This design comes from an exercise in tuning for small area, a short achievable clock period and few clock cycles on the open sky130 flow, not from production work.
Only simulation tests tie the RTL to the original design; equivalence was not proved.
Power and IR drop assume default switching activity.

// m1
module m1(
input logic Clock,
input logic StartBit,
input logic Resetn,
input logic [15:0] ReadData,
output logic [15:0] WriteData,
output logic [17:0] SRAM_Address,
output logic Wen,
output logic StopBit
);
==> flow/config.mk <==
export PLATFORM = sky130hd
export DESIGN_NAME = m1
export DESIGN_NICKNAME = m1
export VERILOG_FILES = /design/flow/design.v
export SDC_FILE = /design/flow/constraint.sdc
export NUM_CORES = 4
export LEC_CHECK = 0
export CAP_MARGIN = 20
export CORE_MARGIN = 2
export CORE_UTILIZATION = 40
export CTS_BUF_LIST = sky130_fd_sc_hd__clkbuf_16
export CTS_CLUSTER_DIAMETER = 90
export CTS_CLUSTER_SIZE = 22
export SLEW_MARGIN = 20
==> flow/constraint.sdc <==
create_clock -name core_clock -period 12.0 [get_ports {Clock}]
set_input_delay 2.4000 -clock core_clock [delete_from_list [all_inputs] [get_ports {Clock}]]
set_output_delay 2.4000 -clock core_clock [all_outputs]
set_load 0.01 [all_outputs]
standard.sh (not shown) runs the stock make flow with config.mk's settings and CLKGATE_MAP_FILE= SYNTH_SCRIPT=/design/flow/synth_recipe.tcl, a recipe that flattens the netlist after the stock synthesis.
==> flow/flow/run.sh <==
#!/bin/bash
set -euo pipefail
bash standard.sh synth > synth.log 2>&1
bash standard.sh "BUFFER_PORTS_ARGS=-buffer_cell sky130_fd_sc_hd__buf_4" "SETUP_SLACK_MARGIN=8.3" "CTS_ARGS=-sink_clustering_enable -repair_clock_nets -buf_list sky130_fd_sc_hd__clkbuf_16 -root_buf sky130_fd_sc_hd__clkbuf_16 -sink_clustering_size 30 -sink_clustering_max_diameter 150" finish > layout.log 2>&1
The first run produced a clean layout.
Testbench counts at the start, summed over its fixed seeds: cycles 1,152,174.
Rerun with:
==> flow/flow/run.sh (replaced) <==
#!/bin/bash
# Standard synthesis, then the standard layout with stronger port buffers
# and timing repair aimed below the design's clock period.
set -euo pipefail
bash standard.sh synth > synth.log 2>&1
bash standard.sh "BUFFER_PORTS_ARGS=-buffer_cell sky130_fd_sc_hd__buf_4" "SETUP_SLACK_MARGIN=8.0" finish > layout.log 2>&1
The new run ran to the end with no violations.
Via count stays flat.
Worst setup slack gets worse by 0.18 ns.
Sequential cell count does not change.
Wire length hardly moves.
Power rises by 9.0%.
Design area rises by 0.76%.

== north ==
Another version of the RTL of m1 (not shown whole).
Size in the first run: ~2,300 cells after synthesis, roughly 420 flip-flops.
// m1
module m1(
input logic Clock,
input logic StartBit,
input logic Resetn,
input logic [15:0] ReadData,
output logic [15:0] WriteData,
output logic [17:0] SRAM_Address,
output logic Wen,
output logic StopBit
);
clock: 12.0 ns
lec_check: 0
cap_margin: 20
core_margin: 2
core_utilization: 40
slew_margin: 20
==> flow/flow/run.sh <==
#!/bin/bash
# Standard synthesis, then the standard layout with stronger port buffers
# and timing repair aimed below the design's clock period.
set -euo pipefail
bash standard.sh synth > synth.log 2>&1
bash standard.sh "BUFFER_PORTS_ARGS=-buffer_cell sky130_fd_sc_hd__buf_4" "SETUP_SLACK_MARGIN=8.0" finish > layout.log 2>&1
Testbench counts of north, summed over its fixed seeds: cycles 1,152,174.
> inputs changed (north -> south)
Settings: changing CORE_UTILIZATION from 40 to 65; setting PLACE_DENSITY to 0.75 for the first time; setting CTS_CLUSTER_DIAMETER to 80 for the first time; setting CTS_BUF_LIST to sky130_fd_sc_hd__clkbuf_16 for the first time; setting CTS_CLUSTER_SIZE to 18 for the first time.
--- outcome ---
Clock buffer count (south over north): decrease, about 56%
NOTE static power due to leakage north->south decreased by a few percent
[compare] base=north new=south: routed wirelength normalized by instance count up 1.7 um, count of sequential standard cells stayed essentially flat, setup slack saw a decrease, final wirelength now smaller, share of total power consumed by net switching went down 0.20 points.
south ended with less final cell count than north.
On residual overflow from global routing, north and south are basically level.
The time the worst path needs with I/O delays and setup of south is higher than that of north.
Between south and north, it is south whose worst hold slack is lower, by 0.0034 ns.

Setup of the reference run:
m1, a different RTL version from the one above (not shown whole).
Size in the first run: ~55 I/O pins.
clock: 12.0 ns
lec_check: 0
abc_clock_period_in_ps: 3000
cap_margin: 20
core_margin: 2
core_utilization: 40
slew_margin: 20
run.sh (not shown) runs the stock make flow with config.mk's settings and CLKGATE_MAP_FILE= SYNTH_SCRIPT=/design/flow/synth_recipe.tcl, a recipe that flattens the netlist after the stock synthesis.
Stock flow here: none of the scripts above is used.
The reference run ended with every stage complete and zero timing, DRC or antenna violations.
Testbench counts of the reference run, summed over its fixed seeds: cycles 1,152,156.
### the reference run -> the trial run
- clearing ABC_CLOCK_PERIOD_IN_PS, which used to be 3000
Notes after the runs:
- The reference run and the trial run ended up with roughly the same combined flip-flop and latch cell area.
- From the trial run to the reference run, die outline height did not move at all.
- Diff the reference run -> the trial run: post-layout worst setup margin held steady; number of cells traversed by the worst register-to-register path held steady; post-synthesis xor/xnor area fraction ~0 delta.
- Total setup violations reported at the end of the flow came out exactly the same in the trial run and the reference run.

Setup of rev 12:
Another version of the RTL of m1 (not shown whole).
Size: about 2,400 cells after synthesis, about 55 I/O pins, roughly 25,000 sq um of cells after synthesis.
## m1
module m1(
input logic Clock,
input logic StartBit,
input logic Resetn,
input logic [15:0] ReadData,
output logic [15:0] WriteData,
output logic [17:0] SRAM_Address,
output logic Wen,
output logic StopBit
);
localparam logic [17:0] U_BASE   = 18'd38400;
localparam logic [17:0] V_BASE   = 18'd57600;
localparam logic [17:0] RGB_BASE = 18'd146944;
logic        run;
logic [4:0]  p;        
logic [15:0] S;        
logic [7:0]  col;      
logic [17:0] Wa;       
logic        w5, w6;   
logic        wr;       
logic        f0, f1, f157, f158, f159, quirk;    
logic        start;    
assign Wen = ~wr;
always_ff @(posedge Clock or negedge Resetn) begin
	if (~Resetn) begin
		run <= 1'b0;
		start <= 1'b0;
		p <= 5'b00001;
		S <= 16'd0;
		col <= 8'd156;
		Wa <= RGB_BASE;
		w5 <= 1'b0;
		w6 <= 1'b0;
		f0 <= 1'b0;
		f1 <= 1'b0;
		f157 <= 1'b0;
		f158 <= 1'b0;
		f159 <= 1'b0;
		quirk <= 1'b0;
		SRAM_Address <= 18'd0;
		wr <= 1'b0;
		StopBit <= 1'b0;
	end else if (~run) begin
		start <= StartBit;
		if (start && ~StopBit) begin
			run <= 1'b1;
			SRAM_Address <= U_BASE;
		end
	end else begin
		p <= {p[3:0], p[4]};
		wr <= 1'b0;
		if (p[0] | p[2] | p[3]) begin
			SRAM_Address <= Wa;
			if (p[0] ? w6 : w5) begin
				wr <= 1'b1;
				Wa <= Wa + 18'd1;
			end
		end
		if (p[1]) begin
			SRAM_Address <= {2'b00, S - 16'd4};
			if (wr && (&SRAM_Address)) begin
				StopBit <= 1'b1;
				run <= 1'b0;
			end
		end
		if (p[4]) begin
			S <= S + 16'd1;
			col <= f159 ? 8'd0 : col + 8'd1;
			f0 <= f159;
			f1 <= f0;
			f157 <= (col == 8'd156);
			f158 <= f157;
			f159 <= f158;
			quirk <= (S == 16'd5);
			if (S == 16'd4) w5 <= 1'b1;
			if (S == 16'd5) w6 <= 1'b1;
			SRAM_Address <= (S[0] ? U_BASE + 18'd1 : V_BASE) + {3'b000, S[15:1]};
		end
	end
end
logic [7:0] ur [0:5];
logic [7:0] vr [0:5];
logic [15:0] upend;
logic [7:0]  vpend;
wire ins = run & p[2];
always_ff @(posedge Clock) begin
	for (int k = 0; k < 5; k++) begin
		ur[k] <= ur[k+1];
		vr[k] <= vr[k+1];
	end
	ur[5] <= ur[0];
	vr[5] <= vr[0];
	if (ins) begin
		ur[0] <= S[0] ? upend[15:8] : upend[7:0];
		vr[0] <= S[0] ? ReadData[15:8] : vpend;
	end
	if (ins & ~S[0]) upend <= ReadData;
  ...
==> flow/config.mk <==
export PLATFORM = sky130hd
export DESIGN_NAME = m1
export DESIGN_NICKNAME = m1
export VERILOG_FILES = /design/flow/design.v
export SDC_FILE = /design/flow/constraint.sdc
export NUM_CORES = 4
export LEC_CHECK = 0
export CAP_MARGIN = 20
export CORE_MARGIN = 2
export CORE_UTILIZATION = 40
export CTS_BUF_LIST = sky130_fd_sc_hd__clkbuf_16
export CTS_CLUSTER_DIAMETER = 90
export CTS_CLUSTER_SIZE = 22
export SLEW_MARGIN = 20
==> flow/constraint.sdc <==
create_clock -name core_clock -period 12.0 [get_ports {Clock}]
set_input_delay 2.4000 -clock core_clock [delete_from_list [all_inputs] [get_ports {Clock}]]
set_output_delay 2.4000 -clock core_clock [all_outputs]
set_load 0.01 [all_outputs]
standard.sh (not shown) runs the stock make flow with config.mk's settings and CLKGATE_MAP_FILE= SYNTH_SCRIPT=/design/flow/synth_recipe.tcl, a recipe that flattens the netlist after the stock synthesis.
Scripts as last shown in full above: flow/flow/run.sh
Rev 12 finished end to end and its layout was clean on timing, DRC and antenna.
Testbench counts of rev 12, summed over its fixed seeds: cycles 1,152,174.
Relative to rev 12, the following input files were edited for rev 13:
--- a/flow/flow/run.sh
+++ b/flow/flow/run.sh
@@ -6 +6 @@
-bash standard.sh "BUFFER_PORTS_ARGS=-buffer_cell sky130_fd_sc_hd__buf_4" "SETUP_SLACK_MARGIN=8.0" finish > layout.log 2>&1
+bash standard.sh "BUFFER_PORTS_ARGS=-buffer_cell sky130_fd_sc_hd__buf_4" "SETUP_SLACK_MARGIN=8.4" finish > layout.log 2>&1
==> comparison <==
Looking at rev 12 and rev 13, the final clock period utilization by the worst path is a wash. Combined area of the multi-input logic cells across rev 12 and rev 13: no real change. Status: post-detailed-route wirelength per cell parity (rev 12, rev 13). The total power of rev 13 and that of rev 12 are within noise of each other. Number of buffers inserted by hold repair at cts: rev 12 vs rev 13 identical. Rev 12 and rev 13 ended up with nearly the same power share of the clock group. In summary, rev 13 completed successfully, with a layout that passed the timing, DRC and antenna checks. Rev 12 finished every stage and its layout cleared the timing, DRC and antenna checks. On worst clock skew on the final layout, rev 12 and rev 13 are basically level. Measured against rev 12, the count of plain and timing-repair buffers in the layout of rev 13 comes out at 1.14 times the reference value.

## branch indigo
RTL: one of the versions met above, not the one the previous note started from.
For scale: roughly 2,300 cells after synthesis, roughly 55 I/O pins.
clock: 12.0 ns
lec_check: 0
cap_margin: 20
core_margin: 2
core_utilization: 40
cts_buf_list: sky130_fd_sc_hd__clkbuf_8
cts_cluster_diameter: 60
cts_cluster_size: 12
slew_margin: 20
==> flow/flow/run.sh <==
#!/bin/bash
# Standard synthesis, then the standard layout with stronger port buffers
# and timing repair aimed below the design's clock period.
set -euo pipefail
bash standard.sh synth > synth.log 2>&1
bash standard.sh "BUFFER_PORTS_ARGS=-buffer_cell sky130_fd_sc_hd__buf_4" "SETUP_SLACK_MARGIN=8.0" finish > layout.log 2>&1
branch indigo finished all stages; the layout is clean.
Testbench counts of branch indigo, summed over its fixed seeds: cycles 1,152,174.
> inputs changed (branch indigo -> branch harbor)
- CTS_CLUSTER_SIZE now 28, was 12
- CTS_BUF_LIST now sky130_fd_sc_hd__clkbuf_16, was sky130_fd_sc_hd__clkbuf_8
- CTS_CLUSTER_DIAMETER now 100, was 60
==> results.txt <==
- Count of cell instances traversed by the critical path: branch harbor vs branch indigo up 3
- On worst-case setup margin in the final layout: branch harbor sits above branch indigo.
- Looking at the reports, branch harbor completed the entire flow and the layout it produced met the timing, DRC and antenna checks.
- On switching share of power, the lower figure sits with branch indigo, not branch harbor.
- Min clock network latency to the later pin of the worst-skew pair across branch indigo and branch harbor: branch harbor
- In the reports for branch indigo and branch harbor, the larger via count belongs to branch indigo.
- Of branch indigo and branch harbor, branch indigo shows the higher clock network power consumption, with branch harbor below it.
- Routed wire length on branch harbor is down relative to branch indigo.

== cedar ==
m1, a different RTL version from the one above (not shown whole).
Size: roughly 25000 um^2 of cells after synthesis.
clock: 12.0 ns
lec_check: 0
cap_margin: 20
core_margin: 2
core_utilization: 40
cts_buf_list: sky130_fd_sc_hd__clkbuf_16
cts_cluster_diameter: 90
cts_cluster_size: 22
slew_margin: 20
==> flow/flow/run.sh <==
#!/bin/bash
# Standard synthesis, then the standard layout with stronger port buffers,
# a clock tree with a strong root buffer and larger sink clusters, and
# timing repair aimed below the design's clock period. Each make run's
# full output goes to its own log here; ORFS keeps per-step logs in orfs/logs.
set -euo pipefail
bash standard.sh synth > synth.log 2>&1
bash standard.sh "BUFFER_PORTS_ARGS=-buffer_cell sky130_fd_sc_hd__buf_4" "SETUP_SLACK_MARGIN=8.3" \
  "CTS_ARGS=-sink_clustering_enable -repair_clock_nets -buf_list sky130_fd_sc_hd__clkbuf_16 -root_buf sky130_fd_sc_hd__clkbuf_16 -sink_clustering_size 26 -sink_clustering_max_diameter 150" \
  finish > layout.log 2>&1
Testbench counts of cedar, summed over its fixed seeds: cycles 1,152,174.
#### Input delta (fjord over cedar)
Settings: changing CORE_UTILIZATION from 40 to 60.
Notes after the runs:
Per the final summary, fjord finished and its layout is clean on timing, DRC and antenna.
Part of the total power dissipated in the clock network across fjord and cedar: no real change.
The run showing the greater internal power summed over all cells is fjord.
Diff cedar..fjord | number of cells on the critical path | unchanged
Going from cedar to fjord, estimated wirelength of the detail-placed design lower; portion of the layout cell area used by clock cells essentially unchanged.
Input changes introduced in violet (baseline for comparison: fjord):
Settings: CORE_UTILIZATION: 60 -> 40.
--- a/flow/flow/run.sh
+++ b/flow/flow/run.sh
@@ -7,3 +7,3 @@
 bash standard.sh synth > synth.log 2>&1
-bash standard.sh "BUFFER_PORTS_ARGS=-buffer_cell sky130_fd_sc_hd__buf_4" "SETUP_SLACK_MARGIN=8.3" \
+bash standard.sh "BUFFER_PORTS_ARGS=-buffer_cell sky130_fd_sc_hd__buf_4" "SETUP_SLACK_MARGIN=8.6" \
   "CTS_ARGS=-sink_clustering_enable -repair_clock_nets -buf_list sky130_fd_sc_hd__clkbuf_16 -root_buf sky130_fd_sc_hd__clkbuf_16 -sink_clustering_size 26 -sink_clustering_max_diameter 150" \
==> comparison <==
Having completed the whole flow, violet delivered a layout that passed the timing, DRC and antenna checks. Looking at fjord and violet, the power is a wash. Against fjord as the reference, violet delivers a higher part of the total power dissipated in combinational logic. Layout buffer count excluding clock buffers sits higher in violet than in fjord. violet gives less highest net fanout along the worst path than fjord did. For worst setup slack, fjord and violet come out practically identical. On clock buffer instance count of the final layout, the lower figure sits with violet, not fjord.

== old ==
m1 with an RTL version that a note above also has.
Size: roughly 0.024 sq mm of cells after synthesis.
==> flow/config.mk <==
export PLATFORM = sky130hd
export DESIGN_NAME = m1
export DESIGN_NICKNAME = m1
export VERILOG_FILES = /design/flow/design.v
export SDC_FILE = /design/flow/constraint.sdc
export NUM_CORES = 4
export LEC_CHECK = 0
export CAP_MARGIN = 20
export CORE_MARGIN = 2
export CORE_UTILIZATION = 40
export CTS_BUF_LIST = sky130_fd_sc_hd__clkbuf_16
export CTS_CLUSTER_DIAMETER = 80
export CTS_CLUSTER_SIZE = 18
export SLEW_MARGIN = 20
==> flow/constraint.sdc <==
create_clock -name core_clock -period 12.0 [get_ports {Clock}]
set_input_delay 2.4000 -clock core_clock [delete_from_list [all_inputs] [get_ports {Clock}]]
set_output_delay 2.4000 -clock core_clock [all_outputs]
set_load 0.01 [all_outputs]
==> flow/flow/run.sh <==
#!/bin/bash
# Standard synthesis, then the standard layout with stronger port buffers
# and timing repair aimed below the design's clock period.
set -euo pipefail
bash standard.sh synth > synth.log 2>&1
bash standard.sh "BUFFER_PORTS_ARGS=-buffer_cell sky130_fd_sc_hd__buf_4" "SETUP_SLACK_MARGIN=8.0" finish > layout.log 2>&1
In summary, old completed successfully, with a layout that passed the timing, DRC and antenna checks.
Testbench counts of old, summed over its fixed seeds: cycles 1,152,174.
Modified inputs, new compared to old
- CTS_CLUSTER_SIZE no longer set, was 18
- CTS_CLUSTER_DIAMETER no longer set, was 80
- CTS_BUF_LIST no longer set, was sky130_fd_sc_hd__clkbuf_16
==> flow/run.sh (new file) <==
#!/bin/bash
# synth_recipe.tcl (not shown) runs the flow's synth.tcl, then flattens the netlist and writes it again
# the make line also repeats each setting of config.mk as NAME=value (left out here)
make -C /OpenROAD-flow-scripts/flow DESIGN_CONFIG=/design/flow/config.mk WORK_HOME=/design/flow/orfs CLKGATE_MAP_FILE= SYNTH_SCRIPT=/design/flow/synth_recipe.tcl finish
removed: flow/flow/run.sh
removed: flow/standard.sh
==> comparison <==
Re clock power: old was lower than new.
Relative to old, share of cells above drive strength 1 decreased by 0.97 points in new.
old vs new, slowest cell on the critical path: fa_1 vs clkdlybuf4s50_1
Comparing fraction of standard cell area that is sequential for new and old, the smaller number came from new.

[separate check: timing with driven ports]
Ports are ideal in the flow. The routed layouts listed here were re-timed in OpenROAD. Step 1 (the two cells are an assumption about what drives the block):
set clk [get_ports {Clock}]
set_driving_cell -lib_cell sky130_fd_sc_hd__clkbuf_16 $clk
set_driving_cell -lib_cell sky130_fd_sc_hd__buf_2 [delete_from_list [all_inputs] $clk]
Step 2 moves the port delays by t, midway between the first and last clock arrival at a register: inputs arrive t later, outputs are due t later. That takes back most of the time a late clock gives input paths. a / b / c = ideal ports / drivers / drivers and shift; a / b = the first two.
run	shift t [ns]	setup slack, ns	hold WS [ns]
the first run of note 1	0.622	8.445 / 8.382 / 8.523	0.343 / 0.343 / 0.343
the second run of note 1	0.655	8.265 / 8.265 / 8.265	0.347 / 0.347 / 0.347
north	0.646	8.213 / 8.213 / 8.213	0.346 / 0.346 / 0.346
south	0.629	8.172 / 8.172 / 8.172	0.343 / 0.343 / 0.343
the reference run	0.647	7.148 / 7.148 / 7.148	0.344 / 0.344 / 0.344
the trial run	0.647	7.148 / 7.148 / 7.148	0.344 / 0.344 / 0.344
rev 12	0.647	8.347 / 8.284 / 8.401	0.349 / 0.349 / 0.349
rev 13	0.647	8.362 / 8.299 / 8.502	0.348 / 0.348 / 0.348
branch indigo	0.676	8.199 / 8.199 / 8.199	0.349 / 0.349 / 0.349
branch harbor	0.629	8.219 / 8.219 / 8.219	0.355 / 0.355 / 0.355
cedar	0.619	8.377 / 8.319 / 8.491	0.350 / 0.350 / 0.350
fjord	0.609	8.412 / 8.354 / 8.481	0.354 / 0.354 / 0.354
violet	0.621	8.415 / 8.357 / 8.617	0.348 / 0.348 / 0.348
old	0.651	8.203 / 8.203 / 8.203	0.349 / 0.349 / 0.349
new	0.631	8.008 / 7.945 / 8.072	0.345 / 0.345 / 0.345
After both steps every run listed still meets setup and hold.
